What follows belongs to an exercise in optimizing a design on an open flow for small area; a production flow would make more cautious choices.
Only simulation tests tie the RTL to the original design; equivalence was not proved.
Power and IR drop assume default switching activity.

[flow/flow/run.sh]
#!/bin/bash
# Layout flow: the standard synthesis, then the combinational logic is
# re-mapped by ABC with an area-recovering script (flip-flops are kept as
# blackboxes, so every register keeps its name and cell), then the standard
# ORFS layout with plain buf_1 cells as the port buffers.
set -euo pipefail
here=$(pwd)
res=$here/orfs/results/$FLOW_PLATFORM/fp_add/base
log=$here/orfs/logs/$FLOW_PLATFORM/fp_add/base
lib=$FLOW_HOME/platforms/$FLOW_PLATFORM/lib/sky130_fd_sc_hd__tt_025C_1v80.lib

bash standard.sh synth > standard_synth.log 2>&1

# the same don't-use list the standard synthesis gave abc
dont_use=$(grep -o -- '-dont_use [A-Za-z0-9_]*' $log/1_2_yosys.log | sort -u | tr '\n' ' ')
cp $res/1_2_yosys.v $here/standard_1_2_yosys.v
cat > $here/remap.ys <<EOT
read_liberty -ignore_miss_func $lib
read_verilog $here/standard_1_2_yosys.v
hierarchy -top $FLOW_TOP
blackbox sky130_fd_sc_hd__df* sky130_fd_sc_hd__dl* sky130_fd_sc_hd__sdf* sky130_fd_sc_hd__edf*
flatten
opt_clean
techmap
opt -fast
abc -script $here/flow/remap.abc -liberty $lib $dont_use
opt_clean -purge
stat -liberty $lib
write_verilog -noattr -noexpr -nohex -nodec $res/1_2_yosys.v
EOT
yosys -l $here/remap.log -q $here/remap.ys > /dev/null 2>&1
rm -f $res/1_synth.odb $res/1_synth.sdc

export BUFFER_PORTS_ARGS="-buffer_cell sky130_fd_sc_hd__buf_1"
bash standard.sh > standard_finish.log 2>&1
[flow/flow/remap.abc]
&get -n
&st
&dch
&nf -p {D}
&put
buffer -c
topo
upsize -c
dnsize -c
[flow/standard.sh]
#!/bin/bash
# synth_recipe.tcl (not shown) runs the flow's synth.tcl, then flattens the netlist and writes it again
# the make line also repeats each setting of config.mk as NAME=value (left out here)
make -C /OpenROAD-flow-scripts/flow DESIGN_CONFIG=/design/flow/config.mk WORK_HOME=/design/flow/orfs CLKGATE_MAP_FILE= SYNTH_SCRIPT=/design/flow/synth_recipe.tcl "${@:-finish}"
[flow/config.mk]
export PLATFORM = sky130hd
export DESIGN_NAME = fp_add
export DESIGN_NICKNAME = fp_add
export VERILOG_FILES = /design/flow/design.v
export SDC_FILE = /design/flow/constraint.sdc
export NUM_CORES = 4
export LEC_CHECK = 0
export ABC_AREA = 1
export CAP_MARGIN = 20
export CORE_MARGIN = 2
export CORE_UTILIZATION = 40
export CTS_BUF_LIST = sky130_fd_sc_hd__clkbuf_8
export SLEW_MARGIN = 20
[flow/constraint.sdc]
create_clock -name core_clock -period 4.7 [get_ports {clk}]
set_input_delay 0.9400 -clock core_clock [delete_from_list [all_inputs] [get_ports {clk}]]
set_output_delay 0.9400 -clock core_clock [all_outputs]
set_load 0.01 [all_outputs]
[flow/design.v]
`default_nettype none
module fp_add (
    input  var logic        clk,
    input  var logic        rst,
    input  var logic        valid_i,
    input  var logic [31:0] num_a_i,
    input  var logic [31:0] num_b_i,
    output var logic [31:0] num_o,
    output var logic        valid_o
);
function automatic logic [24:0] add24(input logic [23:0] a, input logic [23:0] b, input logic ci);
    logic [23:0] g, p, gg, pp;
    logic [24:0] c;
    g  = a & b;
    p  = a ^ b;
    gg = g;
    pp = p;
    gg[0] = g[0] | (p[0] & ci);
    for (int d = 1; d < 24; d = d * 2)
        for (int i = 2 * d - 1; i < 24; i = i + 2 * d) begin
            gg[i] = gg[i] | (pp[i] & gg[i-d]);
            pp[i] = pp[i] & pp[i-d];
        end
    for (int d = 8; d >= 1; d = d / 2)
        for (int i = 3 * d - 1; i < 24; i = i + 2 * d) begin
            gg[i] = gg[i] | (pp[i] & gg[i-d]);
            pp[i] = pp[i] & pp[i-d];
        end
    c[0] = ci;
    for (int i = 0; i < 24; i++)
        c[i+1] = gg[i];
    add24 = { c[24], p ^ c[23:0] };
endfunction
logic        sa, sb;
logic [7:0]  ea, eb, xa, xb;
logic        za, zb;
logic        a_big;        
logic        b_first;      
logic [8:0]  dab;
logic [7:0]  dba, d;
logic        sat;
logic [23:0] ma, mb, my, my_sh;
always_comb begin
    sa = num_a_i[31];
    sb = num_b_i[31];
    ea = num_a_i[30:23];
    eb = num_b_i[30:23];
    za = ea == '0;
    zb = eb == '0;
    xa = { ea[7:1], ea[0] | za };
    xb = { eb[7:1], eb[0] | zb };
    ma = { ~za, num_a_i[22:0] };
    mb = { ~zb, num_b_i[22:0] };
    dab = { 1'b0, xa } - { 1'b0, xb };
    dba = xb - xa;
    a_big = ~dab[8];
    d   = dab[8] ? dba : dab[7:0];
    b_first = (xa == xb) && ({ ma, ~sa } < { mb, ~sb });
    sat = d[7:5] != '0;    
    my    = a_big ? mb : ma;
    my_sh = my;
    if (d[0]) my_sh = { 1'b0, my_sh[23:1] };
    if (d[1]) my_sh = { 2'b0, my_sh[23:2] };
    if (d[2]) my_sh = { 4'b0, my_sh[23:4] };
    if (d[3]) my_sh = { 8'b0, my_sh[23:8] };
    if (d[4] | sat) my_sh = { 16'b0, my_sh[23:16] & {8{~sat}} };
end
logic        valid_p1;
logic        sx_p1;
logic        sub_p1;
logic        bf_p1;
logic [7:0]  h_p1;
logic [23:0] mx_p1;
logic [23:0] my_p1;
always_ff @(posedge clk) begin
    sx_p1  <= a_big ? sa : sb;
    sub_p1 <= sa ^ sb;
    bf_p1  <= b_first;
    h_p1   <= a_big ? xa : xb;
    mx_p1  <= a_big ? ma : mb;
    my_p1  <= my_sh;
end
always_ff @(posedge clk)
    if (rst)
        valid_p1 <= '0;
    else
        valid_p1 <= valid_i;
logic [24:0] sum;
logic        cout;
logic        top;          
always_comb begin
    sum  = add24(mx_p1 ^ {24{sub_p1 & bf_p1}}, my_p1 ^ {24{sub_p1 & ~bf_p1}}, sub_p1);
    cout = sum[24] & ~sub_p1;
    top  = cout & (h_p1 == 8'd254);
end
logic [23:0] r_p2;
logic        c_p2;
logic        s_p2;
logic [7:0]  h1_p2;        
always_ff @(posedge clk) begin
    r_p2  <= sum[23:0] | {24{top}};
    c_p2  <= cout & ~top;
    s_p2  <= sx_p1 ^ (sub_p1 & bf_p1);
    h1_p2 <= h_p1 + 8'd1;
end
always_ff @(posedge clk)
    if (rst)
        valid_o <= '0;
    else
        valid_o <= valid_p1;
logic [24:0] w, w_n;
logic [4:0]  lz;
logic        zero;
logic [7:0]  e_o;
always_comb begin
    w = { c_p2, r_p2 };
    lz = '0;
    for (int i = 0; i < 25; i++)
        if (w[i])
            lz = 5'(24 - i);
    zero = w == '0;
    w_n  = w;
    if (lz[4]) w_n = { w_n[8:0], 16'b0 };
    if (lz[3]) w_n = { w_n[16:0], 8'b0 };
    if (lz[2]) w_n = { w_n[20:0], 4'b0 };
    if (lz[1]) w_n = { w_n[22:0], 2'b0 };
    if (lz[0]) w_n = { w_n[23:0], 1'b0 };
    e_o  = zero ? 8'd0 : h1_p2 - 8'(lz);
    num_o = { s_p2, e_o, w_n[23:1] };
end
endmodule
`resetall
==> results.txt, run 1 <==
row count 50; # setup viols final 0; CP max FO 24; Cell Area, Synth 7538 sq um; synth warn 1; net count after synthesis 1,066; Pre-Repair DR Iteration Count 5; Slew headroom 46.19%; # fillers 1,886; total number of vias 6,874; Slowest cell on crit path dfxtp_1; Tmin final 4326 ps; routed len/inst 13.44 um; CP Launch Type register; critical path type register to register; CORE AREA 18,580 sq um; GRT overflow 0; vias in the first global route 6,124; leak pwr 3.602 nW; Area growth, synth to finish 13.13%; HPWL Detailed 14,850 um; Post-Synthesis Cells 999; die height 141.3 um; DRC 0; unrepaired setup endpoints after global routing false; required time of the critical path 5010 ps; clock-pin slew on the worst setup and hold paths 90 ps; Ant. Diodes 0; worst path cell trace nor2b_4 -> xnor2_1 -> a221oi_2 -> o2111ai_1 -> and2_4 -> or3b_4 -> o31ai_4 -> a41oi_2 -> o21ai_2 -> a221oi_2 -> nor3_2 -> a22oi_2 -> o21ai_2 -> nand2_2 -> a211o_4 -> nand2b_1; Final ANT Viol Nets 0; nature of the critical path endpoint register; die width 141.3 um; Tot GR Track Use 17.82%; largest net degree at the start of global routing 38; fin crit share 92.04%; Setup WS pre-CTS 97.69 ps; Worst EP arrival 4630 ps; maximum clock frequency 231.2 MHz; Sink Count 95; CTS Hold Buffers Added 0; I/O Buffers 99; max incr delay on CP 570 ps; Final nets 1,161; RD Place Congestion 0.8933; clock insertion delay at the later pin of the skew report 370 ps; share of cells above drive strength 1 8.917%; worst vdd ir 0.0001733 V; Die ar. 19,960 sq um; WP buf/inv 0; Max Root-Sink Buffers 2; Setup TNS 0 ps; number of H-tree levels 3; Worst Clk Skew 11.44 ps; Pwr per Cell Area 506.3 nW/um^2; DRT iter0 DRCs 324; # IOs 100; Starting Density 40.57%; Slew Limit Fails 0; CTS tree built; slack of the critical path 373.9 ps; Routed WL 17,910 um; clock root buffer clkbuf_8; global-route wire length before repair 29,480 um; outcome complete, no violations; multi-input combinational cell area 5344 sq um; initial antenna violation count 0; maxcap violations 0; CP top delay family compound AO/OA/AOI/OAI gates; worst slew pin tran 807.2 ps; Worst Hold Class register to register; Register Area 1903 sq um; drt via density 5.157; Mean Syn Cell Area 7.546 sq um; final hold violation count 0; cts bufs inserted 9
==> where the power goes <==
part           total, mW  internal [mW]  leakage [nW]  switching, mW
Combinational       2.47           1.04          2.69           1.43
Clock              0.641          0.355         0.122          0.286
Sequential          1.21           1.00         0.792          0.206
==> cell type report <==
| class | count | area share, % |
|---|---|---|
| Multi-Input combinational cell | 828 | 62.66 |
| Sequential cell | 95 | 22.32 |
| Timing Repair Buffer | 131 | 7.468 |
| Tap cell | 234 | 3.433 |
| Clock buffer | 9 | 1.452 |
| Clock inverter | 7 | 1.394 |
| Inverter | 29 | 1.276 |
==> sequential cells by signal, indices dropped and copies added (netlist names), 8 cells and up <==
register	cells
h_p1	8
mx_p1	24
my_p1	24
r_p2	24
h1_p2	8
==> worst paths after layout <==
path | start | endpoint | slack [ps] | depth (start not counted)
min reg2reg | valid_p1 | valid_o | 440 | 1
max | sub_p1 | r_p2[2] | 370 | 16
max reg2reg | sub_p1 | r_p2[2] | 370 | 16
min | valid_p1 | valid_o | 440 | 1
==> metal layers <==
metal / up-vias / part of all wire, % / GRT usage (%)
met5: - / 0 / 0
met4: 0 / 1.5 / 4.474
met3: 21 / 4.1 / 2.227
met2: 174 / 46 / 29.48
met1: 3001 / 49 / 24.74
li1: 3678 / - / -
==> metrics by stage <==
stage / cell area, sq um / util, % / std cells / power (mW) / hold slack, ps
global placement: 8277 / 44.55 / 1316 / 3.675 / 417.2
global route: 8528 / 45.90 / 1333 / 4.685 / 457.8
CTS: 8519 / 45.85 / 1332 / 4.334 / 449.6
floorplan: 7538 / - / 999 / 3.015 / 407.5
finish: 8528 / 45.90 / 1333 / 4.318 / 443.0
detailed placement: 8277 / 44.55 / 1316 / 3.692 / 427.5
==> worst reg2reg max path, cell delays in order (launching register included) <==
cell and delay, ps:
dfxtp_1 570, nor2b_4 430, xnor2_1 160, a221oi_2 290
o2111ai_1 160, and2_4 170, or3b_4 410, o31ai_4 260
a41oi_2 220, o21ai_2 250, a221oi_2 110, nor3_2 230
a22oi_2 130, o21ai_2 220, nand2_2 90, a211o_4 440
nand2b_1 110
==> placed cells by master (no fill, tap or decap), types with 5 or more instances in the layout <==
cell type  instances
nor3_1            25
xnor2_1           58
dfxtp_1           94
nand2b_1          28
or2_2              9
clkbuf_8           9
nand3_1           14
buf_1             99
mux2i_1           88
inv_1             30
and2_1             6
buf_4             30
and3_1             6
mux2_2            20
o21ai_0           77
nor2b_1           26
nand2_1          132
o21bai_1           6
nor2_1           100
nor3b_1            5
o211ai_1           8
or3_1              7
a21oi_1           65
xor2_1            47
nor4_1            13
o22ai_1           10
a31oi_1           10
==> timing repair <==
item / in CTS / in global routing
endpoints found under the setup margin: 0 / 3
gates resized for setup: 0 / 2
setup buffers: 0 / 1
==> run 2, diff against run 1 <==
==> flow/flow/remap.abc (replaced) <==
&get -n
&st
&dch
&nf -p -F 6 -A 3 -R 70
&put
buffer -c
topo
upsize -c
dnsize -c
==> results.txt, run 2 <==
Pwr per Cell Area 496.5 nW/um^2 (-1.9%); Worst Hold Class register to register; busiest metal layer after global routing met2; row count 49 (-2.0%); clock root buffer clkbuf_8; maximum clock frequency 224.3 MHz (-3.0%); global-route wire length before repair 29,700 um (+0.75%); GR Util met2 30.55% (+1.1 points); Slew Limit Fails 0 (unchanged); Sink Count 95 (unchanged); top flop regs mx_p1 (24), my_p1 (24), r_p2 (24); Final nets 1,146 (-1.3%); clock-pin slew on the worst setup and hold paths 90 ps (about the same); CTS tree built; Cell Area, Synth 7363 sq um (-2.3%); Slew headroom 19.03% (-27 points); cts bufs inserted 9 (unchanged); share of cells above drive strength 1 10.52% (+1.6 points); # setup viols final 0 (unchanged); net count after synthesis 1,054 (-1.1%); drt via density 5.126 (-0.59%); worst hold endpoint valid_o; Total Power 4.185 mW (-3.1%); Slowest cell on crit path dfxtp_4; DRC 0 (unchanged); r2r setup slk 370 ps (about the same); outcome complete, no violations; worst vdd ir 0.0003598 V (+110%); initial antenna violation count 0 (unchanged); global-route track usage on met1 25.53% (+0.79 points); RD Place Congestion 0.8957 (+0.27%); max incr delay on CP 370 ps (-200 ps); Starting Density 40.85% (+0.28 points); largest net degree at the start of global routing 61 (+61%); FF-to-FF Start bf_p1; total number of vias 6,731 (-2.1%); routed len/inst 13.96 um (+3.9%); hold path cells 1 (unchanged); I/O Buffers 99 (unchanged); Pre-Repair DR Iteration Count 5 (unchanged); sw frac 45.47% (+0.98 points); unrepaired setup endpoints after global routing true; Worst EP arrival 3520 ps (-1110 ps); Final ANT Viol Nets 0 (unchanged); worst hold start valid_p1; nature of the critical path endpoint output port; Mean Syn Cell Area 7.460 sq um (-1.1%); Critical Path Most Common Cell nor2_1; # IOs 100 (unchanged); required time of the critical path 3760 ps (-1250 ps); die height 139.7 um (-1.1%); Tmin final 4458 ps (+131.5 ps); HPWL Detailed 14,920 um (+0.47%); synth warn 1 (unchanged); CP top delay family compound AO/OA/AOI/OAI gates; DRT iter0 DRCs 319 (-1.5%); vias in the first global route 6,052 (-1.2%); CP Launch Type register; worst slew pin tran 1198 ps (+390.5 ps); Max Root-Sink Buffers 2 (unchanged); Die ar. 19,510 sq um (-2.3%); Ant. Diodes 0 (unchanged); CTS Hold Buffers Added 0 (unchanged); Worst Clk Skew 14.02 ps (+2.582 ps); critical path type register to output port; Int Pwr 2.283 mW (-4.8%); Layout Utilization 46.77% (+0.87 points); Register Area 1909 sq um (+0.33%); number of H-tree levels 3 (unchanged); fin crit share 94.84% (+2.8 points); Routed WL 18,330 um (+2.3%); CP max FO 4 (-83%); clock insertion delay at the later pin of the skew report 370 ps (about the same); multi-input combinational cell area 5251 sq um (-1.7%); Tot GR Track Use 18.26% (+0.43 points); most frequent cells in the layout 130 x nand2_1, 102 x nor2_1, 98 x buf_1, 91 x dfxtp_1, 85 x mux2i_1; die width 139.7 um (-1.1%); r2r endpoint r_p2[1]; GRT overflow 0 (unchanged); Reg power frac 29.0% (+1.1 points); CORE AREA 18,020 sq um (-3.0%); # fillers 1,889 (+0.16%); final hold violation count 0 (unchanged); maxcap violations 0 (unchanged); global-route met3 utilization 1.411% (-0.82 points); leak pwr 3.529 nW (-2.0%); Worst R2R Path Depth 22 (+6); Clk pwr share 13.3% (-1.6 points); most common cell after layout, fill and taps aside nand2_1; Area growth, synth to finish 14.48%; Comb power frac 57.7% (+0.5 points); WP buf/inv 2 (+2); Post-Synthesis Cells 987 (-1.2%); Sw Pwr 1.903 mW (-0.92%)
-- run 2: changes by cell type in the layout (fill, tap and decap cells not counted), sizes merged, moves of 4 or more --
cell / previous run / this run
and3: 6 / 1
nand2b: 28 / 18
nor2: 101 / 105
maj3: 5 / 12
o21bai: 7 / 3
nor2b: 27 / 19
and2: 7 / 2
o21ai: 79 / 88
nor3: 26 / 31
inv: 32 / 38
-- run 2: final cells by class --
class	instances	area share (%)
Inverter	36	1.603
Multi-Input combinational cell	809	62.30
Clock buffer	10	1.633
Tap cell	229	3.399
Sequential cell	95	22.65
Timing Repair Buffer	128	7.600
Clock inverter	6	0.8164
-- run 2: worst max path at each step --
stage,start,endpoint,slack [ps],depth (start not counted)
finish,r_p2[2],num_o[30],240,27
global route,r_p2[2],num_o[30],-120,28
CTS,r_p2[2],num_o[30],20,28
detailed placement,num_b_i[24],my_p1[2],-30,17
global placement,num_b_i[24],my_p1[2],30,17
floorplan,num_b_i[24],my_p1[5],150,19
-- run 2: stage by stage --
step / area [sq um] / TNS (ps) / cells / hold WS (ps) / setup slack [ps]
after global routing: 8429 / -319.6 / 1313 / 460.4 / -124.7
after global placement: 8123 / 0 / 1295 / 416.8 / 32.54
after detailed placement: 8123 / -30.45 / 1295 / 427.2 / -30.45
after CTS: 8341 / 0 / 1311 / 455.2 / 21.45
after floorplan: 7363 / 0 / 987 / 411.2 / 154.3
final: 8429 / 0 / 1313 / 445.4 / 242.4
-- run 2: timing repair --
action,4_1_cts,5_1_grt
hold endpoints to repair,0,0
resized for setup,3,25
pin swaps,1,2
cloned,0,1
setup endpoints to repair,2,24
buffers inserted,0,1
-- run 2: layer usage --
layer / vias to the layer above / wire length (um)
met5: - / 0
li1: 3603 / -
met1: 2963 / 8982
met3: 15 / 599
met4: 0 / 198
met2: 150 / 8552
-- run 2: power by group through the flow --
stage                     combinational [mW]  clock (mW)  sequential, mW
final                                   2.42       0.556            1.21
after global routing                    2.73       0.599            1.24
after CTS                               2.40       0.573            1.20
after detailed placement                2.39           0            1.22
after global placement                  2.37           0            1.22
after floorplan                         1.81           0            1.14
-- run 2: worst register-to-register path, cell delays in order, from the launching register on --
cell and delay [ps]:
dfxtp_2 390, nand2_1 140, xnor2_1 170, a21oi_1 110, maj3_2 340, maj3_2 350, maj3_2 350, nor3b_2 210
nand2_1 90, o21ai_2 100, nor3b_4 240, a22oi_2 120, inv_2 70, nand2_2 50, o21ai_4 180, a221oi_2 110
nor3_2 240, a21oi_2 110, o21ai_2 190, nand2_1 120, a21oi_4 240, nand2_2 210, nand2_1 130
==> run 3, diff against run 2 <==
==> flow/flow/remap.abc (replaced) <==
strash
dch
map -D 3500
topo
buffer -c
upsize -c -D 3500
dnsize -c -D 3500
==> results.txt, run 3 <==
outcome complete, no violations; fin crit share 94.54% (-0.30 points); hold path cells 2 (+1); top flop regs mx_p1 (24), my_p1 (24), r_p2 (24); final hold violation count 0 (unchanged); die height 143.2 um (+2.5%); worst vdd ir 0.0001719 V (-52%); CP Launch Type register; DRC 0 (unchanged); Hold Worst Slack 411.0 ps (-34.37 ps); vias in the first global route 7,203 (+19%); clock-pin slew on the worst setup and hold paths 110 ps (+20 ps); Mean Syn Cell Area 5.930 sq um (-21%); CP startpoint r_p2[3]; RD Place Congestion 0.9333 (+4.2%); Final nets 1,469 (+28%); Die ar. 20,490 sq um (+5.0%); clock insertion delay at the later pin of the skew report 380 ps (about the same); Slew headroom 49.34% (+30 points); r2r setup slk 440 ps (+70 ps); critical path type register to output port; drt via density 4.851 (-5.4%); Tot GR Track Use 21.10% (+2.8 points); worst hold endpoint valid_o; FF-to-FF Start sub_p1; GRT overflow 0 (unchanged); Worst Hold Class register to register; Post-Synthesis Cells 1,306 (+32%); Max Root-Sink Buffers 2 (unchanged); DRT iter0 DRCs 490 (+54%); synth warn 1 (unchanged); required time of the critical path 3760 ps (about the same); max incr delay on CP 340 ps (-30 ps); net count after synthesis 1,373 (+30%); CTS tree built; Setup WS pre-CTS 215.1 ps (+245.6 ps); nature of the critical path endpoint output port; global-route wire length before repair 34,780 um (+17%); Slowest cell on crit path dfxtp_2; HPWL Detailed 17,950 um (+20%); row count 50 (+2.0%); Cell Area, Synth 7745 sq um (+5.2%); clock root buffer clkbuf_8; Starting Density 41.13% (+0.28 points); leak pwr 4.241 nW (+20%); Slew Limit Fails 0 (unchanged); die width 143.2 um (+2.5%); Ant. Diodes 0 (unchanged); # fillers 2,048 (+8.4%); worst hold start valid_p1; total number of vias 8,086 (+20%); multi-input combinational cell area 5035 sq um (-4.1%); Sink Count 95 (unchanged); dpl cell area 8459 sq um (+4.1%); Register Area 1908 sq um (about the same); share of cells above drive strength 1 8.387% (-2.1 points); r2r endpoint r_p2[0]; slack of the critical path 256.6 ps (+14.23 ps); most frequent cells in the layout 263 x nand2_1, 224 x nor2_1, 172 x inv_1, 158 x o21ai_0, 97 x buf_1; largest net degree at the start of global routing 56 (-8.2%); maximum clock frequency 225.1 MHz (+0.32%); I/O Buffers 99 (unchanged); Pwr per Cell Area 474.5 nW/um^2 (-4.4%); final design area excluding fillers 8793 sq um (+4.3%); maxcap violations 0 (unchanged); Worst EP arrival 3500 ps (-20 ps); CP max FO 3 (-1); Final ANT Viol Nets 0 (unchanged); Worst R2R Path Depth 31 (+41%); Critical Path Most Common Cell a21oi_1; number of H-tree levels 3 (unchanged); Pre-Repair DR Iteration Count 8 (+3); # IOs 100 (unchanged); CORE AREA 18,830 sq um (+4.5%); cts bufs inserted 9 (unchanged); Routed WL 21,370 um (+17%); # setup viols final 0 (unchanged); unrepaired setup endpoints after global routing true; routed len/inst 12.82 um (-8.2%); Area growth, synth to finish 13.54%; initial antenna violation count 0 (unchanged); most common cell after layout, fill and taps aside nand2_1; worst slew pin tran 759.0 ps (-438.7 ps); Worst Clk Skew 19.02 ps (+4.997 ps); Tmin final 4443 ps (-14.23 ps)
==> run 3: changes by cell type in the layout (fill, tap and decap cells not counted), sizes merged, moves of 10 or more <==
| cell | delta |
|---|---|
| inv | +151 |
| nand2 | +132 |
| nor2 | +126 |
| o21ai | +83 |
| mux2i | -59 |
| xnor2 | -48 |
| mux2 | -20 |
| nand3 | +19 |
| nor2b | -19 |
| nand2b | -18 |
| or2 | +16 |
| nor3 | -14 |
| maj3 | -12 |
| and2 | +10 |
==> run 3: critical path, delay by kind of cell, from the launching register on <==
family	cells	cell delay, ps
buffers and inverters	6	470
AOI/OAI and AO/OA	15	1650
DFF	1	340
and+or+nand+nor	10	690
==> run 3: how the worst max path moves through the flow <==
stage | endpoint | cells after the start
global route | num_o[30] | 31
CTS | num_o[30] | 31
finish | num_o[30] | 31
floorplan | num_o[30] | 30
detailed placement | num_o[30] | 31
global placement | num_o[30] | 31
==> run 3: power breakdown <==
part / leakage, nW / total, mW / internal [mW] / switching, mW
registers: 0.793 / 1.16 / 1.00 / 0.156
clock network: 0.0888 / 0.509 / 0.202 / 0.306
logic: 3.36 / 2.50 / 0.936 / 1.57
total: 4.24 / 4.17 / 2.14 / 2.03
==> run 3: layout make-up <==
| cell class | instances | area share, % |
|---|---|---|
| clock inverter | 7 | 0.6972 |
| tap | 260 | 3.699 |
| inverter | 187 | 8.068 |
| clock buffer | 9 | 1.409 |
| multi-input combinational | 978 | 57.26 |
| sequential | 95 | 21.70 |
| timing repair buffer | 131 | 7.171 |
==> run 3: metal layers <==
metal | wire, um | track usage, % | up-vias
li1 | - | - | 4373
met1 | 9573 | 26.43 | 3453
met2 | 10140 | 36.84 | 219
met3 | 939 | 2.414 | 41
met4 | 721 | 8.338 | 0
met5 | 0 | 0 | -
==> run 3: repair_timing <==
action	in CTS	in global routing
endpoints found under the setup margin	2	27
hold buffers	0	0
setup buffers	1	7
pin swaps	2	12
gates cloned	0	1
hold endpoints to repair	0	0
gates resized for setup	6	31
==> run 3: per-stage QoR <==
stage                     cells  utilization [%]  total power, mW  setup TNS (ps)
after detailed placement   1642            44.92            3.606               0
after global routing       1667            46.70            4.605          -283.9
after global placement     1642            44.92            3.595               0
after floorplan            1306                -            2.920               0
after CTS                  1659            45.97            4.122               0
final                      1667            46.70            4.172               0
==> run 4, diff against run 3 <==
--- a/flow/design.v
+++ b/flow/design.v
@@ -8,7 +8,8 @@
     output var logic [31:0] num_o,
     output var logic        valid_o
 );
-function automatic logic [24:0] add24(input logic [23:0] a, input logic [23:0] b, input logic ci);
+function automatic logic [24:0] add24(input logic [23:0] a, input logic [23:0] b, input logic ci,
+                                      output logic [23:0] pa);
     logic [23:0] g, p, gg, pp;
     logic [24:0] c;
     g  = a & b;
@@ -29,13 +30,13 @@
     c[0] = ci;
     for (int i = 0; i < 24; i++)
         c[i+1] = gg[i];
+    pa = pp;
     add24 = { c[24], p ^ c[23:0] };
 endfunction
 logic        sa, sb;
 logic [7:0]  ea, eb, xa, xb;
 logic        za, zb;
 logic        a_big;        
-logic        b_first;      
 logic [8:0]  dab;
 logic [7:0]  dba, d;
 logic        sat;
@@ -51,11 +52,10 @@
     xb = { eb[7:1], eb[0] | zb };
     ma = { ~za, num_a_i[22:0] };
     mb = { ~zb, num_b_i[22:0] };
+    a_big = { xa, sb } > { xb, 1'b0 };
     dab = { 1'b0, xa } - { 1'b0, xb };
     dba = xb - xa;
-    a_big = ~dab[8];
     d   = dab[8] ? dba : dab[7:0];
-    b_first = (xa == xb) && ({ ma, ~sa } < { mb, ~sb });
     sat = d[7:5] != '0;    
     my    = a_big ? mb : ma;
     my_sh = my;
@@ -68,14 +68,12 @@
 logic        valid_p1;
 logic        sx_p1;
 logic        sub_p1;
-logic        bf_p1;
 logic [7:0]  h_p1;
 logic [23:0] mx_p1;
 logic [23:0] my_p1;
 always_ff @(posedge clk) begin
     sx_p1  <= a_big ? sa : sb;
     sub_p1 <= sa ^ sb;
-    bf_p1  <= b_first;
     h_p1   <= a_big ? xa : xb;
     mx_p1  <= a_big ? ma : mb;
     my_p1  <= my_sh;
@@ -86,21 +84,28 @@
     else
         valid_p1 <= valid_i;
 logic [24:0] sum;
+logic        neg;          
+logic [23:0] pa;           
+logic [23:0] below;        
+logic [23:0] r;
 logic        cout;
 logic        top;          
 always_comb begin
-    sum  = add24(mx_p1 ^ {24{sub_p1 & bf_p1}}, my_p1 ^ {24{sub_p1 & ~bf_p1}}, sub_p1);
+    sum  = add24(mx_p1, my_p1 ^ {24{sub_p1}}, sub_p1, pa);
+    neg  = sub_p1 & ~sum[24];
     cout = sum[24] & ~sub_p1;
     top  = cout & (h_p1 == 8'd254);
+    below = ~{ pa[22:0], 1'b1 };
+    r = sum[23:0] ^ (below & {24{neg}});
 end
 logic [23:0] r_p2;
 logic        c_p2;
 logic        s_p2;
 logic [7:0]  h1_p2;        
 always_ff @(posedge clk) begin
-    r_p2  <= sum[23:0] | {24{top}};
+    r_p2  <= r | {24{top}};
     c_p2  <= cout & ~top;
-    s_p2  <= sx_p1 ^ (sub_p1 & bf_p1);
+    s_p2  <= sx_p1 ^ neg;
     h1_p2 <= h_p1 + 8'd1;
 end
 always_ff @(posedge clk)
==> flow/flow/remap.abc (replaced) <==
&get -n
&st
&dch -f
&nf -p {D}
&put
buffer -c
topo
upsize -c
dnsize -c
==> results.txt, run 4 <==
outcome complete, no violations; Starting Density 40.54% (-0.59 points); Setup TNS 0 ps (unchanged); most common cell after layout, fill and taps aside nor2_1; row count 49 (-2.0%); vias in the first global route 6,001 (-17%); GRT overflow 0 (unchanged); Sink Count 94 (-1.1%); Max Root-Sink Buffers 2 (unchanged); number of H-tree levels 3 (unchanged); Die ar. 19,170 sq um (-6.4%); CP max FO 6 (+3); Ant. Diodes 0 (unchanged); Slew headroom 41.53% (-7.8 points); Area growth, synth to finish 12.96%; Worst R2R Path Depth 14 (-55%); Cell Area, Synth 7232 sq um (-6.6%); DRT iter0 DRCs 363 (-26%); Tmin final 4410 ps (-33.24 ps); Layout Utilization 45.79% (-0.91 points); CTS tree built; nature of the critical path endpoint output port; clock insertion delay at the later pin of the skew report 370 ps (about the same); Mean Syn Cell Area 7.637 sq um (+29%); drt via density 5.182 (+6.8%); Post-Synthesis Cells 947 (-27%); r2r setup slk 550 ps (+110 ps); die width 138.5 um (-3.3%); Comb power frac 60.2% (+0.2 points); Final ANT Viol Nets 0 (unchanged); die height 138.5 um (-3.3%); CTS Hold Buffers Added 0 (unchanged); top flop regs mx_p1 (24), my_p1 (24), r_p2 (24); Total Power 4.439 mW (+6.4%); Int Pwr 2.358 mW (+10%); # IOs 100 (unchanged); clock root buffer clkbuf_8; most frequent cells in the layout 117 x nor2_1, 108 x nand2_1, 98 x buf_1, 90 x dfxtp_1, 79 x mux2i_1; slack of the critical path 289.9 ps (+33.24 ps); Hold Worst Slack 435.2 ps (+24.16 ps); routed len/inst 14.00 um (+9.2%); Pre-Repair DR Iteration Count 5 (-3); Slew Limit Fails 0 (unchanged); Setup WS pre-CTS 198.6 ps (-16.56 ps); Post-Place Cells 1,261 (-23%); Final nets 1,110 (-24%); r2r endpoint r_p2[3]; worst hold endpoint s_p2; largest net degree at the start of global routing 41 (-27%); total number of vias 6,617 (-18%); maxcap violations 0 (unchanged); fin crit share 93.83% (-0.71 points); FF-to-FF Start sub_p1; leak pwr 3.345 nW (-21%); worst vdd ir 0.0004575 V (+170%); CP Launch Type register; Worst Clk Skew 14.98 ps (-4.034 ps); cts bufs inserted 9 (unchanged); Routed WL 17,880 um (-16%); HPWL Detailed 14,730 um (-18%); I/O Buffers 99 (unchanged); hold path cells 1 (-1); final design area excluding fillers 8169 sq um (-7.1%); Reg power frac 27.3% (-0.5 points); final hold violation count 0 (unchanged); worst hold start sx_p1; dpl cell area 7938 sq um (-6.2%); DRC 0 (unchanged); unrepaired setup endpoints after global routing false; initial antenna violation count 0 (unchanged); share of cells above drive strength 1 10.88% (+2.5 points); worst slew pin tran 870.4 ps (+111.3 ps); critical path type register to output port; global-route wire length before repair 29,630 um (-15%); Worst EP arrival 3470 ps (-30 ps); # setup viols final 0 (unchanged); synth warn 1 (unchanged); Tot GR Track Use 18.54% (-2.6 points); sw frac 46.88% (-1.8 points); Clk pwr share 12.5% (+0.3 points); Worst Hold Class register to register; maximum clock frequency 226.8 MHz (+0.75%); RD Place Congestion 0.9685 (+3.8%); Sw Pwr 2.081 mW (+2.5%); CORE AREA 17,840 sq um (-5.3%); clock-pin slew on the worst setup and hold paths 100 ps (about the same); Pwr per Cell Area 543.3 nW/um^2 (+15%); net count after synthesis 1,014 (-26%); Finished Layout Cells 1,277 (-23%); required time of the critical path 3760 ps (about the same)
==> run 4: routing by layer <==
metal  part of all wire [%]  vias to the layer above  track usage [%]
li1                       -                     3527                -
met1                     49                     2917            25.81
met2                     46                      148            30.15
met3                    3.6                       25            2.286
met4                    1.9                        0            5.532
met5                      0                        -                0
==> run 4: final cells by class <==
cell class / count / area, sq um
clock buffers: 9 / 123.9
clock inverters: 7 / 80.08
repair buffers: 130 / 613.1
inverters: 16 / 60.06
well taps: 229 / 286.5
multi-input cells: 792 / 5114
fillers: 1883 / 9672
flip-flops and latches: 94 / 1892
==> run 4: timing repair <==
item,4_1_cts,5_1_grt
endpoints found under the hold margin,0,0
gates resized for setup,0,11
setup endpoints to repair,0,5
setup buffers,0,0
==> run 4: power by group through the flow <==
stage / Combinational (mW) / Clock, mW / Sequential [mW]
final: 2.67 / 0.554 / 1.21
after global routing: 3.01 / 0.598 / 1.24
after CTS: 2.66 / 0.566 / 1.20
after detailed placement: 2.66 / 0 / 1.22
after global placement: 2.64 / 0 / 1.22
after floorplan: 2.05 / 0 / 1.14
==> run 4: worst max-delay path: stages (launching register included) <==
cell      delay, ps
dfxtp_4         390
nor2_1           50
nor3_1          130
nor3_1           60
nor3_1          130
nor3_1           70
o31ai_1         260
a211oi_1        110
o31ai_1         390
nand2_1         170
and2_1          220
o311ai_2        300
a311o_1         350
inv_1            70
a311oi_1        240
clkbuf_2        170
==> run 4: worst max path at each step <==
stage / endpoint / start / slack [ps] / depth (start not counted)
final: num_o[27] / r_p2[1] / 290 / 15
after global routing: num_o[27] / r_p2[1] / 30 / 15
after CTS: num_o[27] / r_p2[1] / 30 / 17
after detailed placement: my_p1[5] / num_a_i[28] / 200 / 14
after global placement: my_p1[3] / num_a_i[29] / 310 / 14
after floorplan: r_p2[23] / sub_p1 / 230 / 16
==> run 5, diff against run 4 <==
==> flow/flow/remap.abc (replaced) <==
&get -n
&st
&dch
&nf -p -F 6 -A 3
&put
buffer -c
topo
upsize -c
dnsize -c
==> results.txt, run 5 <==
DRT iter0 DRCs 245 (-33%); Worst Hold Class register to register; Pwr per Cell Area 560.1 nW/um^2 (+3.1%); top flop regs mx_p1 (24), my_p1 (24), r_p2 (24); maxcap violations 0 (unchanged); Starting Density 40.46% (-0.071 points); fin crit share 93.27% (-0.56 points); # IOs 100 (unchanged); clock-pin slew on the worst setup and hold paths 80 ps (-20 ps); synth warn 1 (unchanged); initial antenna violation count 0 (unchanged); maximum clock frequency 228.1 MHz (+0.60%); Max Root-Sink Buffers 2 (unchanged); die width 138.1 um (-0.25%); r2r setup slk 440 ps (-110 ps); total number of vias 6,531 (-1.3%); net count after synthesis 998 (-1.6%); I/O Buffers 99 (unchanged); Final nets 1,095 (-1.4%); Tmin final 4384 ps (-26.39 ps); worst slew pin tran 633.6 ps (-236.7 ps); Layout Utilization 46.03% (+0.24 points); GRT overflow 0 (unchanged); most common cell after layout, fill and taps aside nand2_1; Die ar. 19,070 sq um (-0.50%); Worst Clk Skew 8.981 ps (-6.002 ps); Ant. Diodes 0 (unchanged); required time of the critical path 3760 ps (about the same); # setup viols final 0 (unchanged); leak pwr 3.393 nW (+1.4%); Worst R2R Path Depth 14 (unchanged); Tot GR Track Use 18.35% (-0.19 points); global-route wire length before repair 29,430 um (-0.68%); largest net degree at the start of global routing 41 (unchanged); # fillers 1,826 (-3.0%); CTS Hold Buffers Added 0 (unchanged); Cell Area, Synth 7194 sq um (-0.52%); Final ANT Viol Nets 0 (unchanged); routed len/inst 14.03 um (+0.23%); Post-Synthesis Cells 931 (-1.7%); clock root buffer clkbuf_8; row count 49 (unchanged); Slew Limit Fails 0 (unchanged); DRC 0 (unchanged); Area growth, synth to finish 13.76%; number of H-tree levels 3 (unchanged); most frequent cells in the layout 117 x nand2_1, 110 x nor2_1, 99 x buf_1, 93 x dfxtp_1, 80 x mux2i_1; FF-to-FF Start sub_p1; final hold violation count 0 (unchanged); drt via density 5.175 (-0.13%); Slew headroom 57.67% (+16 points); critical path type register to output port; vias in the first global route 6,061 (+1.0%); Routed WL 17,710 um (-0.95%); CORE AREA 17,780 sq um (-0.34%); CP startpoint r_p2[17]; nature of the critical path endpoint output port; HPWL Detailed 14,600 um (-0.90%); Pre-Repair DR Iteration Count 4 (-1); CTS tree built; Setup TNS 0 ps (unchanged); cts bufs inserted 9 (unchanged); Worst EP arrival 3440 ps (-30 ps); unrepaired setup endpoints after global routing false; Mean Syn Cell Area 7.728 sq um (+1.2%); CP Launch Type register; clock insertion delay at the later pin of the skew report 370 ps (about the same); worst vdd ir 0.0004388 V (-4.1%); share of cells above drive strength 1 10.75% (-0.13 points); CP max FO 8 (+2); die height 138.1 um (-0.25%); outcome complete, no violations; r2r endpoint r_p2[9]; Sink Count 94 (unchanged); RD Place Congestion 0.9154 (-5.5%); CP endpoint num_o[28]
run 5: worst max-delay path: stages, from the launching register on:
cell      delay [ps]
dfxtp_1          360
nor4_1           540
nand3_1          230
nand2b_1         240
nor2b_1          520
xnor2_1          210
inv_1             60
a311o_1          400
and3_1           210
nor3_1           140
buf_1            170
run 5: how the worst min path moves through the flow:
stage	startpoint	slack (ps)	cells past startpoint	endpoint
CTS	valid_p1	460	1	valid_o
global placement	valid_p1	420	1	valid_o
floorplan	valid_p1	410	1	valid_o
finish	valid_p1	450	1	valid_o
detailed placement	valid_p1	450	1	valid_o
global route	valid_p1	460	1	valid_o
run 5: per-stage QoR:
step	power, mW	hold WS, ps	instances	worst slack [ps]	area [sq um]
6_report	4.584	454.2	1262	316.3	8184
5_1_grt	4.975	464.3	1262	1.632	8184
4_1_cts	4.605	460.7	1262	117.9	8183
3_5_place_dp	3.949	448.3	1246	11.28	7929
3_3_place_gp	3.938	417.4	1246	89.40	7929
2_1_floorplan	3.235	413.8	931	499.2	7194
run 5: layer usage:
metal,global-route usage [%],part of all wire [%]
met1,24.81,47
met2,29.86,46
met3,2.182,3.9
met4,7.519,2.9
met5,0,0
run 5: cell type report:
| class | count | area, sq um | share of cell area, % |
|---|---|---|---|
| Timing Repair Buffer | 125 | 591.8 | 7.231 |
| Inverter | 19 | 71.32 | 0.8714 |
| Multi-Input combinational cell | 779 | 5097 | 62.28 |
| Clock inverter | 6 | 116.4 | 1.422 |
| Tap cell | 229 | 286.5 | 3.501 |
| Clock buffer | 10 | 137.6 | 1.682 |
| Sequential cell | 94 | 1883 | 23.01 |
run 5: where the power goes:
group	internal (mW)	switching [mW]	total (mW)
clock	0.371	0.272	0.643
sequential	0.996	0.211	1.21
combinational	1.14	1.60	2.73
total	2.50	2.08	4.58
run 5: timing repair:
item / in CTS / in global routing
setup endpoints to repair: 0 / 4
gates resized for setup: 0 / 2
buffers inserted: 0 / 0
==> run 6, diff against run 5 <==
--- a/flow/design.v
+++ b/flow/design.v
@@ -33,12 +33,38 @@
     pa = pp;
     add24 = { c[24], p ^ c[23:0] };
 endfunction
+function automatic logic [8:0] add8(input logic [7:0] a, input logic [7:0] b, input logic ci,
+                                    output logic [7:0] pa);
+    logic [7:0] g, p, gg, pp;
+    logic [8:0] c;
+    g  = a & b;
+    p  = a ^ b;
+    gg = g;
+    pp = p;
+    gg[0] = g[0] | (p[0] & ci);
+    for (int d = 1; d < 8; d = d * 2)
+        for (int i = 2 * d - 1; i < 8; i = i + 2 * d) begin
+            gg[i] = gg[i] | (pp[i] & gg[i-d]);
+            pp[i] = pp[i] & pp[i-d];
+        end
+    for (int d = 2; d >= 1; d = d / 2)
+        for (int i = 3 * d - 1; i < 8; i = i + 2 * d) begin
+            gg[i] = gg[i] | (pp[i] & gg[i-d]);
+            pp[i] = pp[i] & pp[i-d];
+        end
+    c[0] = ci;
+    for (int i = 0; i < 8; i++)
+        c[i+1] = gg[i];
+    pa = pp;
+    add8 = { c[8], p ^ c[7:0] };
+endfunction
 logic        sa, sb;
 logic [7:0]  ea, eb, xa, xb;
 logic        za, zb;
 logic        a_big;        
-logic [8:0]  dab;
-logic [7:0]  dba, d;
+logic [8:0]  dab;          
+logic [7:0]  eq_lo;        
+logic [7:0]  d;
 logic        sat;
 logic [23:0] ma, mb, my, my_sh;
 always_comb begin
@@ -52,10 +78,9 @@
     xb = { eb[7:1], eb[0] | zb };
     ma = { ~za, num_a_i[22:0] };
     mb = { ~zb, num_b_i[22:0] };
-    a_big = { xa, sb } > { xb, 1'b0 };
-    dab = { 1'b0, xa } - { 1'b0, xb };
-    dba = xb - xa;
-    d   = dab[8] ? dba : dab[7:0];
+    dab   = add8(xa, ~xb, 1'b1, eq_lo);
+    a_big = dab[8] & (~eq_lo[7] | sb);
+    d     = dab[7:0] ^ ({ ~eq_lo[6:0], 1'b0 } & {8{~dab[8]}});
     sat = d[7:5] != '0;    
     my    = a_big ? mb : ma;
     my_sh = my;
==> flow/flow/remap.abc (replaced) <==
&get -n
&st
&dch -f
&nf -p {D}
&put
buffer -c
topo
upsize -c
dnsize -c
--- a/flow/config.mk
+++ b/flow/config.mk
@@ -10,4 +10,5 @@
 export CORE_MARGIN = 2
 export CORE_UTILIZATION = 40
 export CTS_BUF_LIST = sky130_fd_sc_hd__clkbuf_8
+export GPL_TIMING_DRIVEN = 0
 export SLEW_MARGIN = 20
==> results.txt, run 6 <==
Reg power frac 26.8% (+0.5 points); Die ar. 18,850 sq um (-1.2%); Clk pwr share 11.1% (-2.9 points); Post-Place Cells 1,243 (-0.24%); CP Launch Type register; Finished Layout Cells 1,259 (-0.24%); RD Place Congestion 0.9286 (+1.4%); Starting Density 40.95% (+0.49 points); Pre-Repair DR Iteration Count 5 (+1); Ant. Diodes 0 (unchanged); largest net degree at the start of global routing 26 (-37%); CP startpoint r_p2[4]; post-CTS setup buffers 0 (unchanged); clock-pin slew on the worst setup and hold paths 100 ps (+20 ps); net count after synthesis 985 (-1.3%); Slew Limit Fails 0 (unchanged); number of H-tree levels 3 (unchanged); r2r setup slk 830 ps (+390 ps); cts bufs inserted 9 (unchanged); row count 48 (-2.0%); top flop regs mx_p1 (24), my_p1 (24), r_p2 (24); sw frac 48.38% (+3.0 points); leak pwr 3.289 nW (-3.1%); most frequent cells in the layout 115 x nand2_1, 106 x nor2_1, 99 x buf_1, 90 x dfxtp_1, 79 x mux2i_1; final hold violation count 0 (unchanged); Slew headroom 42.21% (-15 points); DRC 0 (unchanged); die width 137.3 um (-0.58%); Final nets 1,096 (+0.091%); FF-to-FF Start sub_p1; clock insertion delay at the later pin of the skew report 370 ps (about the same); # fillers 1,824 (-0.11%); nature of the critical path endpoint output port; hold path cells 1 (unchanged); Sink Count 94 (unchanged); Pwr per Cell Area 559.8 nW/um^2 (about the same); Max Root-Sink Buffers 2 (unchanged); r2r endpoint r_p2[23]; Worst Clk Skew 14.32 ps (+5.339 ps); I/O Buffers 99 (unchanged); CORE AREA 17,360 sq um (-2.4%); initial antenna violation count 0 (unchanged); CP endpoint num_o[29]; die height 137.3 um (-0.58%); required time of the critical path 3760 ps (about the same); global-route wire length before repair 30,590 um (+4.0%); Worst EP arrival 3540 ps (+100 ps); # setup viols final 0 (unchanged); Routed WL 18,940 um (+7.0%); worst slew pin tran 860.3 ps (+226.6 ps); worst vdd ir 0.0004631 V (+5.5%); maximum clock frequency 223.3 MHz (-2.1%); Sw Pwr 2.169 mW (+4.3%); Int Pwr 2.314 mW (-7.6%); Area growth, synth to finish 12.67%; Final ANT Viol Nets 0 (unchanged); Mean Syn Cell Area 7.743 sq um (+0.20%); drt via density 5.167 (-0.16%); most common cell after layout, fill and taps aside nand2_1; Tmin final 4479 ps (+95.04 ps); Tot GR Track Use 20.55% (+2.2 points); share of cells above drive strength 1 8.897% (-1.8 points); fin crit share 95.29% (+2.0 points); critical path type register to output port; HPWL Detailed 15,730 um (+7.8%); # IOs 100 (unchanged); total number of vias 6,505 (-0.40%); CP max FO 6 (-2); outcome complete, no violations; Worst Hold Class register to register; Total Power 4.483 mW (-2.2%); Hold Worst Slack 433.6 ps (-20.57 ps); CTS tree built; Cell Area, Synth 7108 sq um (-1.2%); DRT iter0 DRCs 310 (+27%); Comb power frac 62.1% (+2.5 points); clock root buffer clkbuf_8; GRT overflow 0 (unchanged); Post-Synthesis Cells 918 (-1.4%); vias in the first global route 6,091 (+0.49%); Worst R2R Path Depth 18 (+4); CTS Hold Buffers Added 0 (unchanged); routed len/inst 15.04 um (+7.2%); maxcap violations 0 (unchanged); synth warn 1 (unchanged)
run 6: worst min path at each step:
stage,startpoint,to,slack [ps]
after floorplan,valid_p1,valid_o,410
after global placement,valid_p1,valid_o,420
after detailed placement,sx_p1,s_p2,420
after CTS,sx_p1,s_p2,440
after global routing,sx_p1,s_p2,460
final,sx_p1,s_p2,430
run 6: layout make-up:
class / count / area [sq um] / share of cell area [%]
clock inverter: 7 / 58.81 / 0.7343
tap: 225 / 281.5 / 3.515
inverter: 14 / 52.55 / 0.6561
timing repair buffer: 100 / 392.9 / 4.905
clock buffer: 9 / 123.9 / 1.547
buffer: 37 / 168.9 / 2.109
multi-input combinational: 773 / 5041 / 62.94
sequential: 94 / 1889 / 23.59
run 6: repair_timing:
action | CTS | global route
gates resized for setup | 5 | 11
setup endpoints to repair | 15 | 29
pin swaps | 0 | 2
run 6: power groups by stage:
stage	clock (mW)	combinational, mW	sequential [mW]
final	0.496	2.78	1.20
after global routing	0.548	3.13	1.23
after CTS	0.516	2.76	1.19
after detailed placement	0	2.74	1.21
after global placement	0	2.72	1.22
after floorplan	0	2.08	1.14
run 6: layer usage:
| layer | global-route usage (%) | routed length [um] | vias up |
|---|---|---|---|
| met2 | 36.01 | 9049 | 155 |
| met5 | 0 | 0 | - |
| met4 | 7.675 | 514 | 0 |
| met1 | 26.02 | 8668 | 2874 |
| li1 | - | - | 3447 |
| met3 | 2.024 | 707 | 29 |
run 6: metrics by stage:
stage | setup TNS, ps | utilization (%) | area (sq um) | setup WS, ps
3_3_place_gp | -1383 | 44.72 | 7761 | -185.2
3_5_place_dp | -344.6 | 44.84 | 7782 | -139.0
6_report | 0 | 46.14 | 8009 | 221.2
2_1_floorplan | 0 | - | 7108 | 598.7
5_1_grt | -15.01 | 46.14 | 8009 | -13.86
4_1_cts | 0 | 45.96 | 7978 | 13.91
run 6: critical path, stage by stage (launching register included):
cell      delay [ps]
dfxtp_1          380
nor3_1           200
nor3_1            80
nor3_2           230
nor3_1            80
o31ai_1          210
a211oi_1         120
o31ai_1          270
nand2_2          200
and2_1           250
o311ai_4         310
a311o_1          320
a21oi_1           90
a311oi_1         250
buf_1            180
==> run 7, diff against run 6 <==
--- a/flow/config.mk
+++ b/flow/config.mk
@@ -10,5 +10,4 @@
 export CORE_MARGIN = 2
 export CORE_UTILIZATION = 40
 export CTS_BUF_LIST = sky130_fd_sc_hd__clkbuf_8
-export GPL_TIMING_DRIVEN = 0
 export SLEW_MARGIN = 20
==> results.txt, run 7 <==
Final ANT Viol Nets 0 (unchanged); DRT iter0 DRCs 322 (+3.9%); vias in the first global route 5,611 (-7.9%); drt via density 5.153 (-0.27%); Routed WL 16,910 um (-11%); Pre-Repair DR Iteration Count 5 (unchanged); Post-Place Cells 1,225 (-1.4%); Total Power 4.432 mW (-1.1%); Area growth, synth to finish 12.39%; I/O Buffers 99 (unchanged); largest net degree at the start of global routing 47 (+81%); global-route wire length before repair 27,630 um (-9.7%); Clk pwr share 11.4% (+0.3 points); worst path cell trace o21bai_1 -> a21oi_1 -> o21bai_1 -> a21oi_1 -> o21bai_1 -> a21oi_1 -> o21bai_1 -> a21oi_1 -> o21bai_1 -> a21oi_2 -> o21bai_2 -> o311ai_0 -> buf_4 -> a311o_1 -> a21oi_1 -> a311oi_1 -> buf_1; die width 137.3 um (unchanged); Worst EP arrival 3480 ps (-60 ps); Ant. Diodes 0 (unchanged); synth warn 1 (unchanged); Pwr per Cell Area 554.7 nW/um^2 (-0.90%); total number of vias 6,395 (-1.7%); DRC 0 (unchanged); HPWL Detailed 13,940 um (-11%); CP Launch Type register; Tmin final 4423 ps (-56.23 ps); clock insertion delay at the later pin of the skew report 370 ps (about the same); clock-pin slew on the worst setup and hold paths 80 ps (-20 ps); Worst Clk Skew 13.56 ps (-0.7621 ps); Starting Density 40.95% (unchanged); required time of the critical path 3760 ps (about the same); CTS Hold Buffers Added 0 (unchanged); clock root buffer clkbuf_8; dpl cell area 7786 sq um (about the same); nature of the critical path endpoint output port; number of H-tree levels 3 (unchanged); final hold violation count 0 (unchanged); WP buf/inv 2 (+1); Slew headroom 45.41% (+3.2 points); most common cell after layout, fill and taps aside nand2_1; maximum clock frequency 226.1 MHz (+1.3%); Die ar. 18,850 sq um (unchanged); # setup viols final 0 (unchanged); Cell Area, Synth 7108 sq um (unchanged); worst slew pin tran 812.5 ps (-47.72 ps); maxcap violations 0 (unchanged); outcome complete, no violations; Int Pwr 2.326 mW (+0.51%); CP max FO 6 (unchanged); top flop regs mx_p1 (24), my_p1 (24), r_p2 (24); net count after synthesis 985 (unchanged); GRT overflow 0 (unchanged); Slew Limit Fails 0 (unchanged); max incr delay on CP 500 ps (+120 ps); CTS tree built; RD Place Congestion 0.9315 (+0.31%); Worst Hold Class register to register; die height 137.3 um (unchanged); critical path type register to output port; CORE AREA 17,360 sq um (unchanged); Comb power frac 61.4% (-0.7 points); sw frac 47.51% (-0.86 points); Layout Utilization 46.03% (-0.12 points); most frequent cells in the layout 116 x nand2_1, 106 x nor2_1, 99 x buf_1, 92 x dfxtp_1, 79 x mux2i_1; share of cells above drive strength 1 9.646% (+0.75 points); Mean Syn Cell Area 7.743 sq um (unchanged); Reg power frac 27.2% (+0.4 points); CP top delay family compound AO/OA/AOI/OAI gates; Sink Count 94 (unchanged); Slowest cell on crit path dfxtp_1; post-CTS setup buffers 0 (unchanged); Max Root-Sink Buffers 2 (unchanged); row count 48 (unchanged); routed len/inst 13.62 um (-9.4%); post-CTS resize count 0 (-5); initial antenna violation count 0 (unchanged); Finished Layout Cells 1,241 (-1.4%); worst vdd ir 0.0004018 V (-13%); # IOs 100 (unchanged); cts bufs inserted 9 (unchanged); Setup TNS 0 ps (unchanged); unrepaired setup endpoints after global routing false; final design area excluding fillers 7989 sq um (-0.25%); Sw Pwr 2.106 mW (-2.9%); Final nets 1,078 (-1.6%); leak pwr 3.312 nW (+0.69%); Post-Synthesis Cells 918 (unchanged); Tot GR Track Use 18.33% (-2.2 points); fin crit share 94.10% (-1.2 points)
## run 7: cell types whose count changed in the layout (fill, tap and decap cells not counted), sizes merged
cell / before / now
buf: 108 / 119
clkbuf: 38 / 9
inv: 18 / 20
clkinvlp: 2 / 0
## run 7: worst register-to-register path, cell delays in order (launching register included)
cell	delay (ps)
dfxtp_1	540
buf_12	250
xor2_1	320
nand2_1	120
o21ai_1	170
or3b_1	370
a31oi_1	260
a221o_2	190
a31o_4	180
a21oi_4	70
o31a_4	310
and2_4	240
o31a_4	140
a21o_4	190
a21o_4	190
a21oi_2	120
o211ai_1	90
## run 7: power by group through the flow
stage	sequential, mW	clock, mW	combinational, mW
2_1_floorplan	1.14	0	2.08
3_3_place_gp	1.22	0	2.70
3_5_place_dp	1.22	0	2.72
4_1_cts	1.20	0.524	2.72
5_1_grt	1.24	0.549	3.07
6_report	1.21	0.504	2.72
## run 7: path summary, 6_finish.rpt
| check | cells past startpoint | from | end | slack (ps) |
|---|---|---|---|---|
| setup / recovery | 17 | r_p2[3] | num_o[29] | 280 |
| hold / removal | 1 | valid_p1 | valid_o | 450 |
| setup reg to reg | 16 | sub_p1 | r_p2[23] | 830 |
| hold reg to reg | 1 | valid_p1 | valid_o | 450 |
## run 7: cell type report
cell class | instances | area (sq um)
Clock inverter | 7 | 61.31
Tap cell | 225 | 281.5
Sequential cell | 94 | 1884
Inverter | 14 | 52.55
Timing Repair Buffer | 119 | 546.8
Clock buffer | 9 | 123.9
Multi-Input combinational cell | 773 | 5039
Fill cell | 1780 | 9368
## run 7: per-layer routing
layer	track usage (%)	share of wire, %	wire length [um]
met5	0	0	0
met4	6.529	1.9	320
met3	1.803	4.2	703
met2	30.43	46	7707
met1	24.74	48	8174
## run 7: stage by stage
stage | hold WS, ps | setup WS [ps]
after global routing | 469.6 | 5.161
after global placement | 419.8 | 457.6
final | 446.1 | 277.4
after detailed placement | 430.1 | 414.0
after floorplan | 413.8 | 598.7
after CTS | 451.5 | 212.0
==> run 8, diff against run 7 <==
==> flow/flow/remap.abc (replaced) <==
&get -n
&st
&dch
&nf -p {D}
&put
buffer -c
topo
upsize -c
dnsize -c
==> results.txt, run 8 <==
outcome complete, no violations; CORE AREA 17,240 sq um (-0.69%); Setup WS pre-CTS -174.0 ps (-588.1 ps); r2r endpoint r_p2[17]; Layout Utilization 48.15% (+2.1 points); dpl cell area 7961 sq um (+2.2%); Setup TNS 0 ps (unchanged); most common cell after layout, fill and taps aside nor2_1; clock-pin slew on the worst setup and hold paths 90 ps (about the same); Max Root-Sink Buffers 2 (unchanged); Worst Hold Class register to register; vias in the first global route 5,925 (+5.6%); # setup viols final 0 (unchanged); CP Launch Type input port; Pwr per Cell Area 534.8 nW/um^2 (-3.6%); worst path cell trace buf_1 -> or4_4 -> o21bai_4 -> xor2_2 -> nand2_1 -> or3_1 -> or2_0 -> or3b_1 -> o21ai_4 -> buf_12 -> buf_12 -> mux2i_2 -> mux2i_1 -> nor2_1 -> nor2_1 -> mux2i_2 -> o22ai_1 -> or2_0; CP top delay family simple AND/OR/NAND/NOR gates; Slowest cell on crit path or4_4; Slew headroom 45.69% (+0.28 points); drt via density 5.131 (-0.43%); CTS Hold Buffers Added 0 (unchanged); Worst R2R Path Depth 16 (unchanged); final design area excluding fillers 8299 sq um (+3.9%); number of H-tree levels 3 (unchanged); top flop regs mx_p1 (24), my_p1 (24), r_p2 (24); DRT iter0 DRCs 350 (+8.7%); row count 48 (unchanged); leak pwr 3.447 nW (+4.1%); Worst EP arrival 4690 ps (+1210 ps); Final nets 1,103 (+2.3%); r2r setup slk 310 ps (-520 ps); GRT overflow 0 (unchanged); Hold Worst Slack 445.7 ps (-0.3850 ps); Tmin final 4439 ps (+16.65 ps); DRC 0 (unchanged); die height 136.7 um (-0.47%); maximum clock frequency 225.3 MHz (-0.38%); required time of the critical path 4950 ps (+1190 ps); slack of the critical path 260.8 ps (-16.65 ps); fin crit share 94.45% (+0.35 points); Post-Synthesis Cells 907 (-1.2%); Sink Count 94 (unchanged); FF-to-FF Start my_p1[0]; Mean Syn Cell Area 7.761 sq um (+0.23%); largest net degree at the start of global routing 40 (-15%); net count after synthesis 974 (-1.1%); cts bufs inserted 9 (unchanged); met2 WL 8267 um (+7.3%); CTS tree built; # fillers 1,724 (-3.1%); routed len/inst 14.20 um (+4.2%); Ant. Diodes 0 (unchanged); most frequent cells in the layout 119 x nor2_1, 99 x buf_1, 93 x dfxtp_1, 91 x nand2_1, 80 x mux2i_1; RD Place Congestion 0.9251 (-0.69%); Cell Area, Synth 7039 sq um (-0.97%); Top Metal Used met4; hold path cells 1 (unchanged); die width 136.7 um (-0.47%); Starting Density 40.84% (-0.11 points); Area growth, synth to finish 17.90%; met3 WL 548 um (-22%); critical path type input port to register; total number of vias 6,496 (+1.6%); Tot GR Track Use 19.13% (+0.79 points); Post-Place Cells 1,245 (+1.6%); worst hold endpoint s_p2; CP max FO 7 (+1); maxcap violations 0 (unchanged); HPWL Detailed 14,760 um (+5.9%); global-route wire length before repair 28,620 um (+3.6%); worst vdd ir 0.0003542 V (-12%); max incr delay on CP 560 ps (+60 ps); Finished Layout Cells 1,266 (+2.0%); worst slew pin tran 810.7 ps (-1.883 ps); Final ANT Viol Nets 0 (unchanged); # IOs 100 (unchanged); clock insertion delay at the later pin of the skew report 350 ps (-20 ps); worst hold start sx_p1; clock root buffer clkbuf_8; Pre-Repair DR Iteration Count 5 (unchanged); synth warn 1 (unchanged); unrepaired setup endpoints after global routing false; Routed WL 17,980 um (+6.3%); Slew Limit Fails 0 (unchanged); M1 WL 8897 um (+8.8%); nature of the critical path endpoint register; WP buf/inv 3 (+1); I/O Buffers 99 (unchanged); Total Power 4.438 mW (+0.15%); initial antenna violation count 0 (unchanged); final hold violation count 0 (unchanged); share of cells above drive strength 1 12.68% (+3.0 points); Worst Clk Skew 17.40 ps (+3.845 ps); Die ar. 18,670 sq um (-0.94%)
-- run 8: repair_timing --
item,4_1_cts,5_1_grt
gates resized for setup,0,8
buffers inserted,0,3
endpoints found under the setup margin,0,19
-- run 8: layer usage --
layer / GRT usage [%] / up-vias
met5: 0 / -
met4: 5.382 / 0
met3: 1.815 / 21
met2: 32.42 / 151
met1: 25.85 / 2863
li1: - / 3461
-- run 8: layout make-up --
type	instances	area [sq um]	share of cell area (%)
multi-input cells	764	4986	60.08
inverters	13	48.80	0.5880
flip-flops and latches	94	1883	22.69
repair buffers	154	869.6	10.48
well taps	225	281.5	3.392
clock buffers	10	137.6	1.658
clock inverters	6	92.59	1.116
-- run 8: how the worst max path moves through the flow --
stage          slack, ps        start  cells past startpoint   endpoint
2_1_floorplan        190       sub_p1                     17   r_p2[17]
3_3_place_gp         -70  num_b_i[29]                     17   my_p1[1]
3_5_place_dp        -170  num_b_i[29]                     17   my_p1[1]
4_1_cts              120     my_p1[0]                     16   r_p2[17]
5_1_grt               20     r_p2[11]                     11  num_o[20]
6_report             260  num_b_i[29]                     18   my_p1[1]
-- run 8: power breakdown --
part | switching, mW | internal [mW]
clock network | 0.268 | 0.319
logic | 1.55 | 1.12
registers | 0.199 | 0.982
==> run 9, diff against run 8 <==
==> flow/flow/remap.abc (replaced) <==
&get -n
&st
&dch
&nf -p -R 10
&put
buffer -c
topo
upsize -c
dnsize -c
==> results.txt, run 9 <==
top flop regs mx_p1 (24), my_p1 (24), r_p2 (24); CORE AREA 17,360 sq um (+0.70%); post-CTS setup buffers 0 (unchanged); DRT iter0 DRCs 303 (-13%); Pwr per Cell Area 556.6 nW/um^2 (+4.1%); worst slew pin tran 989.6 ps (+179.0 ps); final hold violation count 0 (unchanged); CTS tree built; global-route wire length before repair 28,280 um (-1.2%); share of cells above drive strength 1 11.10% (-1.6 points); cts bufs inserted 9 (unchanged); nature of the critical path endpoint output port; Sink Count 94 (unchanged); Comb power frac 60.9% (+0.7 points); clock-pin slew on the worst setup and hold paths 80 ps (about the same); Slew headroom 33.52% (-12 points); Tot GR Track Use 18.63% (-0.50 points); # IOs 100 (unchanged); Layout Utilization 46.68% (-1.5 points); Reg power frac 26.7% (about the same); maxcap violations 0 (unchanged); synth warn 1 (unchanged); unrepaired setup endpoints after global routing true; DRC 0 (unchanged); Mean Syn Cell Area 7.856 sq um (+1.2%); Clk pwr share 12.3% (-0.9 points); initial antenna violation count 0 (unchanged); GRT overflow 0 (unchanged); Int Pwr 2.427 mW (+0.36%); Tmin final 4437 ps (-2.270 ps); Post-Synthesis Cells 907 (unchanged); worst hold endpoint valid_o; HPWL Detailed 14,010 um (-5.1%); # setup viols final 0 (unchanged); sw frac 46.19% (+0.67 points); row count 48 (unchanged); most frequent cells in the layout 117 x nor2_1, 98 x nand2_1, 97 x buf_1, 90 x dfxtp_1, 80 x mux2i_1; largest net degree at the start of global routing 40 (unchanged); leak pwr 3.288 nW (-4.6%); worst vdd ir 0.0003510 V (-0.91%); outcome complete, no violations; final design area excluding fillers 8103 sq um (-2.4%); net count after synthesis 974 (unchanged); Die ar. 18,900 sq um (+1.2%); Final ANT Viol Nets 0 (unchanged); Pre-Repair DR Iteration Count 5 (unchanged); multi-input combinational cell area 5060 sq um (+1.5%); Hold Worst Slack 441.6 ps (-4.150 ps); Worst R2R Path Depth 17 (+1); maximum clock frequency 225.4 MHz (about the same); clock root buffer clkbuf_8; Area growth, synth to finish 13.71%; required time of the critical path 3760 ps (-1190 ps); Worst EP arrival 3500 ps (-1190 ps); Register Area 1889 sq um (+0.33%); Final nets 1,072 (-2.8%); r2r setup slk 380 ps (+70 ps); dpl cell area 7830 sq um (-1.7%); Cell Area, Synth 7126 sq um (+1.2%); worst hold start valid_p1; Routed WL 17,090 um (-4.9%); # fillers 1,773 (+2.8%); Max Root-Sink Buffers 2 (unchanged); CP max FO 6 (-1); critical path type register to output port; fin crit share 94.40% (about the same); Setup TNS 0 ps (unchanged); RD Place Congestion 0.9371 (+1.3%); number of H-tree levels 3 (unchanged); Worst Clk Skew 9.911 ps (-7.491 ps); die height 137.5 um (+0.60%); Starting Density 41.05% (+0.21 points); routed len/inst 13.85 um (-2.5%); Worst Hold Class register to register; most common cell after layout, fill and taps aside nor2_1; clock insertion delay at the later pin of the skew report 350 ps (about the same); hold path cells 1 (unchanged); r2r endpoint r_p2[7]; total number of vias 6,266 (-3.5%); vias in the first global route 5,726 (-3.4%); Ant. Diodes 0 (unchanged); Sw Pwr 2.083 mW (+3.1%); CP Launch Type register; Total Power 4.510 mW (+1.6%); I/O Buffers 99 (unchanged); FF-to-FF Start my_p1[0]; die width 137.5 um (+0.60%); Slew Limit Fails 0 (unchanged); drt via density 5.078 (-1.0%)
==> run 9: how the worst max path moves through the flow <==
stage / startpoint / end
finish: r_p2[2] / num_o[30]
floorplan: sub_p1 / r_p2[21]
CTS: r_p2[2] / num_o[30]
detailed placement: num_a_i[29] / my_p1[1]
global route: r_p2[4] / num_o[29]
global placement: num_a_i[29] / my_p1[1]
==> run 9: routing by layer <==
metal  global-route usage (%)  up-vias  part of all wire, %
li1                         -     3388                    -
met1                    25.78     2718                   50
met2                    30.04      140                   44
met3                    2.134       20                  4.1
met4                    6.300        0                  2.3
met5                        0        -                    0
==> run 9: layout make-up <==
class / count / share of cell area (%)
Tap cell: 225 / 3.474
Multi-Input combinational cell: 760 / 62.45
Inverter: 15 / 0.6949
Timing Repair Buffer: 125 / 7.474
Clock inverter: 6 / 1.065
Clock buffer: 9 / 1.529
Sequential cell: 94 / 23.32
==> run 9: metrics by stage <==
step	worst slack [ps]	instances
floorplan	419.8	907
global placement	-71.52	1219
detailed placement	-56.98	1219
CTS	3.641	1234
global route	12.66	1234
finish	263.1	1234
==> run 9: critical path: stages (launching register included) <==
cell and delay [ps]:
dfxtp_2 360, nand2b_1 160, a21oi_2 130, o21bai_1 60, a21oi_1 150, o21bai_1 70
a21oi_1 150, o21bai_1 80, a21oi_1 150, o21bai_1 70, a21oi_1 150, o21bai_1 140
a21o_1 210, o311a_1 360, o221a_4 250, a211oi_4 190, a21oi_1 100, a311oi_1 190
buf_2 170
==> run 9: power by group through the flow <==
stage,sequential [mW],clock (mW),combinational (mW)
6_report,1.21,0.557,2.75
3_5_place_dp,1.21,0,2.72
2_1_floorplan,1.13,0,2.10
4_1_cts,1.19,0.571,2.72
3_3_place_gp,1.21,0,2.70
5_1_grt,1.23,0.604,3.14
==> run 9: repair_timing <==
item,4_1_cts,5_1_grt
endpoints found under the setup margin,1,5
hold buffers,0,0
gates resized for setup,1,19
pin swaps,0,12

[re-timing with driven ports]
The results above use ideal ports. As a check the final layouts listed here were re-extracted and re-timed, cells and wires unchanged. Step 1 sets driving cells, clkbuf_16 on the clock port and buf_2 on the other inputs (assumed; they add their load-dependent delay and slew). Step 2, shift: input delay + t, output delay - t, t = (earliest + latest rising clock arrival at the registers) / 2. This alone moves slack from input paths to output paths. Slacks: no drivers / after step 1 / after step 2; pairs: no drivers / after step 1.
run	t, ns	setup slack, ns	hold slack, ns	worst register clock-pin slew, ns	pins driven straight from the clock port
run 1	0.394	0.374 / 0.374 / 0.073	0.443 / 0.443 / 0.443	0.10 / 0.10	1
run 2	0.395	0.242 / 0.205 / 0.004	0.445 / 0.445 / 0.445	0.10 / 0.10	1
run 3	0.402	0.257 / 0.221 / 0.329	0.411 / 0.411 / 0.411	0.11 / 0.11	1
run 4	0.399	0.290 / 0.255 / 0.191	0.435 / 0.435 / 0.435	0.10 / 0.10	1
run 5	0.395	0.316 / 0.283 / -0.001	0.454 / 0.454 / 0.454	0.09 / 0.09	1
run 6	0.397	0.221 / 0.184 / -0.053	0.434 / 0.434 / 0.434	0.10 / 0.10	1
run 7	0.404	0.277 / 0.241 / 0.421	0.446 / 0.446 / 0.446	0.10 / 0.10	1
run 8	0.379	0.261 / 0.272 / -0.107	0.446 / 0.446 / 0.446	0.09 / 0.09	1
run 9	0.381	0.263 / 0.229 / -0.069	0.442 / 0.442 / 0.442	0.09 / 0.09	1
With both steps, setup timing fails in run 5, run 6, run 8 and run 9, where it was met with ideal ports. The setup slack of run 8, which loses most, moves by +0.011 ns with the drivers and by -0.368 ns with both steps.
